This is an optimization exercise on Yosys and OpenROAD, whose aim is small area, not a production implementation. Function was checked by simulation only, so behaviour that the tests miss may differ from the original. No driver is modelled on the clock port, so clocking that relies on it looks cheaper here than on a real chip.

==> flow/design.v (excerpt) <==
module top_ps2(input wire clk, input wire rst, input wire ps2_clk, input wire ps2_data,
           output wire ascii_new, output wire [6:0] ascii_code);
    reg break_code, control_l, control_r, e0_code_n, kb_dc_cnt_0, kb_dc_cnt_1, kb_dc_cnt_2__n, kb_dc_cnt_3, kb_dc_cnt_4__n, kb_dc_cnt_5, kb_dc_cnt_6__n, kb_dc_cnt_7__n, kb_dc_cnt_8, kb_dc_flipflops_0, kb_dc_flipflops_1, kb_dc_result, kb_dc_sync_ff_n, kb_dd_cnt_0, kb_dd_cnt_1, kb_dd_cnt_2__n, kb_dd_cnt_3, kb_dd_cnt_4__n, kb_dd_cnt_5__n, kb_dd_cnt_6, kb_dd_cnt_7__n, kb_dd_cnt_8, kb_dd_flipflops_0, kb_dd_flipflops_1, kb_dd_result_n, kb_dd_sync_ff_n, kb_idle_0, kb_idle_1, kb_idle_10__n, kb_idle_11__n, kb_idle_2, kb_idle_3, kb_idle_4, kb_idle_5, kb_idle_6, kb_idle_7, kb_idle_8, kb_idle_9, kb_parity, kb_ps2_word_0__n, kb_ps2_word_1, kb_ps2_word_10, kb_ps2_word_2, kb_ps2_word_3, kb_ps2_word_4, kb_ps2_word_5, kb_ps2_word_6, kb_ps2_word_7__n, kb_ps2_word_8, kb_ps2_word_9__n, kb_tail, shift_l, shift_r;
  ...
clock: 20.0 ns
lec_check: 0
abc_area: 1
cap_margin: 20
core_margin: 2
core_utilization: 40
gpl_timing_driven: 0
place_density: 0.6
slew_margin: 20
standard.sh (not shown) runs the stock make flow with config.mk's settings and CLKGATE_MAP_FILE= SYNTH_SCRIPT=/design/flow/synth_recipe.tcl, a recipe that flattens the netlist after the stock synthesis.
==> flow/flow/run.sh <==
#!/bin/bash
# Own layout flow: the standard synthesis, then the combinational logic between the
# (unchanged) registers is mapped again with an area-oriented ABC script, then the standard flow's
# standard layout steps from that netlist on. Each tool's output goes to its own log here.
set -euo pipefail
W=$(pwd)
F=$W/flow
R=$W/orfs/results/$FLOW_PLATFORM/top_ps2/base
LIB=$FLOW_HOME/platforms/$FLOW_PLATFORM/lib/sky130_fd_sc_hd__tt_025C_1v80.lib
YOSYS=$FLOW_HOME/../tools/install/yosys/bin/yosys
[ -x "$YOSYS" ] || YOSYS=yosys

bash standard.sh "$R/1_2_yosys.v" > synth_standard.log 2>&1
cp "$R/1_2_yosys.v" netlist_standard.v

# 2. map the logic between the registers again (registers kept as black boxes)
DONT_USE=$(sed -n '/DONT_USE_CELLS += /,/^#/p' "$FLOW_HOME/platforms/$FLOW_PLATFORM/config.mk" \
  | grep -o 'sky130_fd_sc_hd__[a-z0-9_]*' | sed 's/^/-dont_use /' | tr '\n' ' ')
cat > remap.ys <<EOY
read_liberty -ignore_miss_func $LIB
read_verilog netlist_standard.v
hierarchy -top $FLOW_TOP
blackbox sky130_fd_sc_hd__dfxtp_1
flatten
opt -purge
abc -liberty $LIB $DONT_USE -script $F/remap.abc
opt_clean -purge
splitnets
opt_clean -purge
hilomap -singleton -hicell sky130_fd_sc_hd__conb_1 HI -locell sky130_fd_sc_hd__conb_1 LO
insbuf -buf sky130_fd_sc_hd__buf_4 A X
stat -liberty $LIB
write_verilog -noattr -nohex -nodec netlist_remapped.v
EOY
"$YOSYS" -l remap.log -q -s remap.ys
cp netlist_remapped.v "$R/1_2_yosys.v"
touch "$R/1_2_yosys.v"

# 3. the standard layout steps on the remapped netlist
source "$F/layout_env.sh"
bash standard.sh finish > layout.log 2>&1
==> flow/flow/layout_env.sh <==
export CTS_ARGS="-repair_clock_nets -dont_use_dummy_load -buf_list {sky130_fd_sc_hd__clkbuf_4 sky130_fd_sc_hd__clkbuf_2}"
# Port buffers: the smallest buffer (the ports are lightly loaded).
export BUFFER_PORTS_ARGS="-buffer_cell sky130_fd_sc_hd__buf_1"
==> flow/flow/remap.abc <==
strash
dch -f
amap
topo
stime -c
Next try:
==> flow/flow/layout_env.sh (replaced) <==
export CTS_ARGS="-sink_clustering_enable -repair_clock_nets -dont_use_dummy_load -buf_list {sky130_fd_sc_hd__clkbuf_4 sky130_fd_sc_hd__clkbuf_2}"
# Port buffers: the smallest buffer (the ports are lightly loaded).
export BUFFER_PORTS_ARGS="-buffer_cell sky130_fd_sc_hd__buf_1"
Effect: Non-clock buffer count is unchanged; die area does not change; routed wire length is unchanged; cell area does not change; utilization does not change; via count stays the same; count of clock-buffer cells in the layout is unchanged.
Next try:
--- a/flow/flow/layout_env.sh
+++ b/flow/flow/layout_env.sh
@@ -0,0 +1,8 @@
+# Settings for the layout steps after synthesis.
+# Clock: before CTS, flow/pre_cts.tcl splits the register clock pins into three
+# groups by position, each behind one clkbuf_8 that the clock port drives, and
+# tells TritonCTS to leave those nets alone.
+export PRE_CTS_TCL=$PWD/flow/pre_cts.tcl
+export OWN_CLKBUF=sky130_fd_sc_hd__clkbuf_8
+export OWN_CLK_GROUPS=3
+# (CTS options, used only if TritonCTS has a net to build: small buffers, no dummy loads.)
==> flow/flow/pre_cts.tcl (new file) <==
set block [ord::get_db_block]
set db [ord::get_db]
set master [$db findMaster $::env(OWN_CLKBUF)]
set ngroups $::env(OWN_CLK_GROUPS)
set clknet [$block findNet clk]
set pins {}
foreach iterm [$clknet getITerms] {
  if {[[$iterm getMTerm] getName] == "CLK"} {
    set bb [[$iterm getInst] getBBox]
    lappend pins [list $iterm [expr {([$bb xMin] + [$bb xMax]) / 2}] [expr {([$bb yMin] + [$bb yMax]) / 2}]]
  }
}
proc split_groups {pins n axis} {
  if {$n <= 1} { return [list $pins] }
  set sorted [lsort -integer -index $axis $pins]
  set h [expr {$n / 2}]
  set cut [expr {[llength $sorted] * $h / $n}]
  set other [expr {$axis == 1 ? 2 : 1}]
  return [concat [split_groups [lrange $sorted 0 [expr {$cut - 1}]] $h $other] \
                 [split_groups [lrange $sorted $cut end] [expr {$n - $h}] $other]]
}
set skip {clk}
set g 0
foreach grp [split_groups $pins $ngroups 1] {
  set net [odb::dbNet_create $block "clk_leaf$g"]
  $net setSigType CLOCK
  set xs 0; set ys 0
  foreach p $grp {
    set it [lindex $p 0]
    $it disconnect
    $it connect $net
    incr xs [lindex $p 1]; incr ys [lindex $p 2]
  }
  set n [llength $grp]
  set buf [odb::dbInst_create $block $master "clkleaf_buf$g"]
  [$buf findITerm A] connect $clknet
  [$buf findITerm X] connect $net
  $buf setLocation [expr {$xs / $n}] [expr {$ys / $n}]
  $buf setPlacementStatus PLACED
  puts "pre_cts: clk_leaf$g drives $n clock pins"
  lappend skip "clk_leaf$g"
  incr g
}
global_connect
set_cts_config -skip_nets $skip
Effect: The new run finished clean; final area decreases slightly; fmax grows slightly; hold slack improves by 0.0042 ns; global-route usage fell by 1.7 points; setup slack improves by 0.032 ns; area after synthesis stays the same; via count is lower slightly; cell count shrinks slightly.
Next try:
==> flow/flow/layout_env.sh (replaced) <==
export CTS_ARGS="-sink_clustering_enable -repair_clock_nets -dont_use_dummy_load -buf_list {sky130_fd_sc_hd__clkbuf_4 sky130_fd_sc_hd__clkbuf_2} -sink_clustering_levels 1 -sink_clustering_size 30"
# Port buffers: the smallest buffer (the ports are lightly loaded).
export BUFFER_PORTS_ARGS="-buffer_cell sky130_fd_sc_hd__buf_1"
removed: flow/flow/pre_cts.tcl
Routed wire length goes up by 1.8%.
Register-to-register slack is better by 0.38 ns.
Sequential share of layout area goes down by 0.51 points.
Next try:
==> flow/flow/layout_env.sh (replaced) <==
export CTS_ARGS="-sink_clustering_enable -repair_clock_nets -dont_use_dummy_load -buf_list {sky130_fd_sc_hd__clkbuf_4 sky130_fd_sc_hd__clkbuf_2}"
# Port buffers: the smallest buffer (the ports are lightly loaded).
export BUFFER_PORTS_ARGS="-buffer_cell sky130_fd_sc_hd__buf_1"
export PRE_CTS_TCL=$PWD/flow/pre_cts.tcl
export OWN_CLKBUF=sky130_fd_sc_hd__clkbuf_8
export OWN_CLK_GROUPS=3
==> flow/flow/pre_cts.tcl (new file) <==
set block [ord::get_db_block]
set db [ord::get_db]
set master [$db findMaster $::env(OWN_CLKBUF)]
set ngroups $::env(OWN_CLK_GROUPS)
set clknet [$block findNet clk]
set pins {}
foreach iterm [$clknet getITerms] {
  if {[[$iterm getMTerm] getName] == "CLK"} {
    set bb [[$iterm getInst] getBBox]
    lappend pins [list $iterm [expr {([$bb xMin] + [$bb xMax]) / 2}] [expr {([$bb yMin] + [$bb yMax]) / 2}]]
  }
}
proc split_groups {pins n axis} {
  if {$n <= 1} { return [list $pins] }
  set sorted [lsort -integer -index $axis $pins]
  set h [expr {$n / 2}]
  set cut [expr {[llength $sorted] * $h / $n}]
  set other [expr {$axis == 1 ? 2 : 1}]
  return [concat [split_groups [lrange $sorted 0 [expr {$cut - 1}]] $h $other] \
                 [split_groups [lrange $sorted $cut end] [expr {$n - $h}] $other]]
}
set skip {clk}
set g 0
foreach grp [split_groups $pins $ngroups 1] {
  set net [odb::dbNet_create $block "clk_leaf$g"]
  $net setSigType CLOCK
  set xs 0; set ys 0
  foreach p $grp {
    set it [lindex $p 0]
    $it disconnect
    $it connect $net
    incr xs [lindex $p 1]; incr ys [lindex $p 2]
  }
  set n [llength $grp]
  set buf [odb::dbInst_create $block $master "clkleaf_buf$g"]
  [$buf findITerm A] connect $clknet
  [$buf findITerm X] connect $net
  $buf setLocation [expr {$xs / $n}] [expr {$ys / $n}]
  $buf setPlacementStatus PLACED
  puts "pre_cts: clk_leaf$g drives $n clock pins"
  lappend skip "clk_leaf$g"
  incr g
}
global_connect
set_cts_config -skip_nets $skip
Outcome: The new run produced a clean layout; sequential cell count stays the same; sequential share of layout area increases by 0.51 points; worst setup slack gains 0.032 ns; final area decreases by 1.2%.

==> separate check: timing with driven ports <==
In the flow no input, the clock included, has a driving cell. The finished layouts below were timed again as built, in two steps.
Step 1: set_driving_cell puts a clkbuf_16 on clk and a buf_2 on each other input, an assumption about the parent block.
Step 2 also shifts input and output timing later by t, the mid clock arrival at the registers, as if the neighbouring blocks saw the same clock.
Three values: no drivers, after step 1, after step 2; two values: the first two.
| run | t (ns) | setup WS [ns] | hold slack, ns |
|---|---|---|---|
| the first run | 0.398 | 10.189 / 10.161 / 10.559 | 0.355 / 0.355 / 0.355 |
| the second run | 0.398 | 10.189 / 10.161 / 10.559 | 0.355 / 0.355 / 0.355 |
| the third run | 0.210 | 10.221 / 10.174 / 10.384 | 0.360 / 0.360 / 0.360 |
| the fourth run | 0.398 | 10.189 / 10.161 / 10.559 | 0.355 / 0.355 / 0.355 |
| the fifth run | 0.210 | 10.221 / 10.174 / 10.384 | 0.360 / 0.360 / 0.360 |
After both steps every run listed still meets setup and hold.
